From an optimization exercise on the open Yosys and OpenROAD flow, aimed at small area and a short achievable clock period; shortcuts taken in it are not production practice.
At most, simulation tests tie the RTL to the original design; equivalence was not proved.
Power is estimated from default activity; no workload was simulated.

== 11-09 ==
## Top_Module
module Top_Module(
    input clk,
    input wire [31:0] Num1,
    input wire [31:0] Num2,
    output reg [31:0] out
);
For scale: roughly 1900 cells after synthesis, roughly 260 flip-flops, about 97 I/O pins, about 0.021 sq mm of cells after synthesis.
==> flow/config.mk <==
export PLATFORM = sky130hd
export DESIGN_NAME = Top_Module
export DESIGN_NICKNAME = Top_Module
export VERILOG_FILES = /design/flow/design.v
export SDC_FILE = /design/flow/constraint.sdc
export NUM_CORES = 4
export LEC_CHECK = 0
export CAP_MARGIN = 20
export CORE_MARGIN = 2
export CORE_UTILIZATION = 55
export CTS_CLUSTER_DIAMETER = 120
export CTS_CLUSTER_SIZE = 30
export SLEW_MARGIN = 20
export SYNTH_HIERARCHICAL = 1
export SYNTH_MINIMUM_KEEP_SIZE = 0
==> flow/constraint.sdc <==
create_clock -name core_clock -period 11.0 [get_ports {clk}]
set_input_delay 2.2000 -clock core_clock [delete_from_list [all_inputs] [get_ports {clk}]]
set_output_delay 2.2000 -clock core_clock [all_outputs]
set_load 0.01 [all_outputs]
standard.sh (not shown) runs the stock make flow with config.mk's settings and CLKGATE_MAP_FILE= SYNTH_SCRIPT=/design/flow/synth_recipe.tcl, a recipe that flattens the netlist after the stock synthesis.
==> flow/flow/run.sh <==
#!/bin/bash
# Standard layout (the standard.sh) with two changes to how it is made:
# port buffers use buf_2 instead of the default delay-cell choice, and timing
# repair aims for a setup slack of 7.85 ns instead of 0. The clock period and
# all constraints are unchanged. Full tool output goes to standard.log.
bash standard.sh SETUP_SLACK_MARGIN=7.85 "BUFFER_PORTS_ARGS=-buffer_cell sky130_fd_sc_hd__buf_2" finish > standard.log 2>&1
> inputs changed (11-09 -> 04-27)
--- a/flow/design.v
+++ b/flow/design.v
@@ -2,45 +2,43 @@
     input clk,
     input wire [31:0] Num1,
     input wire [31:0] Num2,
     output reg [31:0] out
 );
     wire [24:0] be = {1'b1, Num2[22:0], 1'b0};
     reg [11:0] bo, bt, bn;         
     reg [22:0] ma;
-    reg [9:0]  x1;
-    reg        s1, n1;
-    wire [7:0] ea = Num1[30:23];
-    wire [7:0] eb = Num2[30:23];
-    wire zero1 = (ea == 8'h00);
-    wire zero2 = (eb == 8'h00);
-    wire max1  = (ea == 8'hFF);
-    wire max2  = (eb == 8'hFF);
-    wire fz1   = (Num1[22:0] == 23'd0);
-    wire fz2   = (Num2[22:0] == 23'd0);
-    wire inf1  = max1 & fz1;
-    wire inf2  = max2 & fz2;
-    wire is_nan = (max1 & ~fz1) | (max2 & ~fz2) | (inf1 & zero2) | (inf2 & zero1);
-    wire is_inf = inf1 | inf2;
-    wire is_zero = zero1 | zero2;
-    wire [9:0] esum = {2'b00, ea} + {2'b00, eb} - 10'd127;
-    wire [9:0] e1 = (is_nan | is_inf) ? 10'd383 : is_zero ? 10'h380 : esum;
+    reg [7:0]  ea1, eb1;
+    reg        s1;
     integer k;
     always @(posedge clk) begin
         for (k = 0; k < 12; k = k + 1) begin
             bo[k] <= be[2*k+1] ^ be[2*k];
             bt[k] <= (be[2*k+2] & ~be[2*k+1] & ~be[2*k]) | (~be[2*k+2] & be[2*k+1] & be[2*k]);
             bn[k] <= be[2*k+2];
         end
-        ma <= Num1[22:0];
-        x1 <= e1;
-        s1 <= (Num1[31] ^ Num2[31]) & ~is_nan;
-        n1 <= is_nan;
+        ma  <= Num1[22:0];
+        ea1 <= Num1[30:23];
+        eb1 <= Num2[30:23];
+        s1  <= Num1[31] ^ Num2[31];
     end
+    wire fa1 = (ma == 23'd0);
+    wire fb1 = ~(|bo) & ~(|bt[10:0]);
+    wire zero1 = (ea1 == 8'h00);
+    wire zero2 = (eb1 == 8'h00);
+    wire max1  = (ea1 == 8'hFF);
+    wire max2  = (eb1 == 8'hFF);
+    wire inf1  = max1 & fa1;
+    wire inf2  = max2 & fb1;
+    wire is_nan = (max1 & ~fa1) | (max2 & ~fb1) | (inf1 & zero2) | (inf2 & zero1);
+    wire is_inf = inf1 | inf2;
+    wire is_zero = zero1 | zero2;
+    wire [9:0] esum = {2'b00, ea1} + {2'b00, eb1} - 10'd127;
+    wire [9:0] e2 = (is_nan | is_inf) ? 10'd383 : is_zero ? 10'h380 : esum;
     wire pp_0_0 = bn[0] ^ ((bo[0] & ma[0]));
     wire pp_0_1 = bn[0] ^ ((bo[0] & ma[1]) | (bt[0] & ma[0]));
     wire pp_0_2 = bn[0] ^ ((bo[0] & ma[2]) | (bt[0] & ma[1]));
     wire pp_0_3 = bn[0] ^ ((bo[0] & ma[3]) | (bt[0] & ma[2]));
     wire pp_0_4 = bn[0] ^ ((bo[0] & ma[4]) | (bt[0] & ma[3]));
     wire pp_0_5 = bn[0] ^ ((bo[0] & ma[5]) | (bt[0] & ma[4]));
     wire pp_0_6 = bn[0] ^ ((bo[0] & ma[6]) | (bt[0] & ma[5]));
     wire pp_0_7 = bn[0] ^ ((bo[0] & ma[7]) | (bt[0] & ma[6]));
@@ -954,19 +952,19 @@
         q44_2 <= f238_c;
         q45_0 <= h3_s;
         q45_1 <= f240_c;
         q46_0 <= f243_s;
         q47_0 <= f244_s;
         q47_1 <= f243_c;
         lc2 <= lsum[8];
         ls2 <= lsz;
-        s2 <= s1;
-        n2 <= n1;
-        x2 <= x1;
+        s2 <= s1 & ~is_nan;
+        n2 <= is_nan;
+        x2 <= e2;
     end
     wire mf245_s, mf245_c;
     fa u_mf245 (.a(q8_0), .b(q8_1), .c(q8_2), .s(mf245_s), .co(mf245_c));
     wire mh4_s, mh4_c;
     ha u_mh4 (.a(q9_0), .b(q9_1), .s(mh4_s), .co(mh4_c));
     wire mf246_s, mf246_c;
     fa u_mf246 (.a(q10_0), .b(q10_1), .c(mh4_c), .s(mf246_s), .co(mf246_c));
     wire mh5_s, mh5_c;
Findings:
Per the comparison of 04-27 with 11-09, average instance area after synthesis shows a reduction of about 0.6%; post-cts resize count shows a reduction of 19%.
Diff 11-09 -> 04-27: utilization of the core after routing dropped 1.4 points; critical path depth grew by 2.
Total power (04-27 over 11-09): increase, 120 uW
On post-route cell area, 04-27 and 11-09 are basically level.
~same compound-gate portion of the synthesized area in 04-27 and 11-09
Going from 11-09 to 04-27, the detail-routed via count per cell was found to have gone down by 1.5%.
11-09 reports its launch point of the worst path as Num2[25] while 04-27 reports q27_2.
Met2 demand-to-capacity share in global routing: 04-27 vs 11-09 down 2.9 points
Compared with 11-09, 04-27 has extra setup slack.
Diff 11-09 -> 04-27: total wirelength of the detailed-routed design flat, synthesized cell count climbed about 1.9%.
Only the layout flow was run in 11-09; the RTL was not checked for function there.

## re-timing with driven ports
No port has a modelled driver above. Below, the same layouts with a new extraction and two added sets of constraints.
Step 1 assumes that a clkbuf_16 drives the clock port and a buf_2 every other input.
Step 2 adds t to the input delays and takes it off the output delays; t is the mean of the earliest and latest rising clock arrival at the registers after step 1. Input paths then give back, and output paths get back, about the clock's delay inside the block.
Slacks: no drivers / after step 1 / after step 2; pairs: no drivers / after step 1.
| run | t (ns) | slack for setup (ns) | worst data-port slew with drivers (ns) |
|---|---|---|---|
| 11-09 | 0.561 | 7.590 / 7.603 / 7.042 | 0.05 |
| 04-27 | 0.575 | 7.812 / 7.766 / 7.812 | 0.05 |
After both steps every run listed still meets setup and hold. The setup slack of 11-09, which loses most, moves by +0.013 ns with the drivers and by -0.548 ns with both steps.
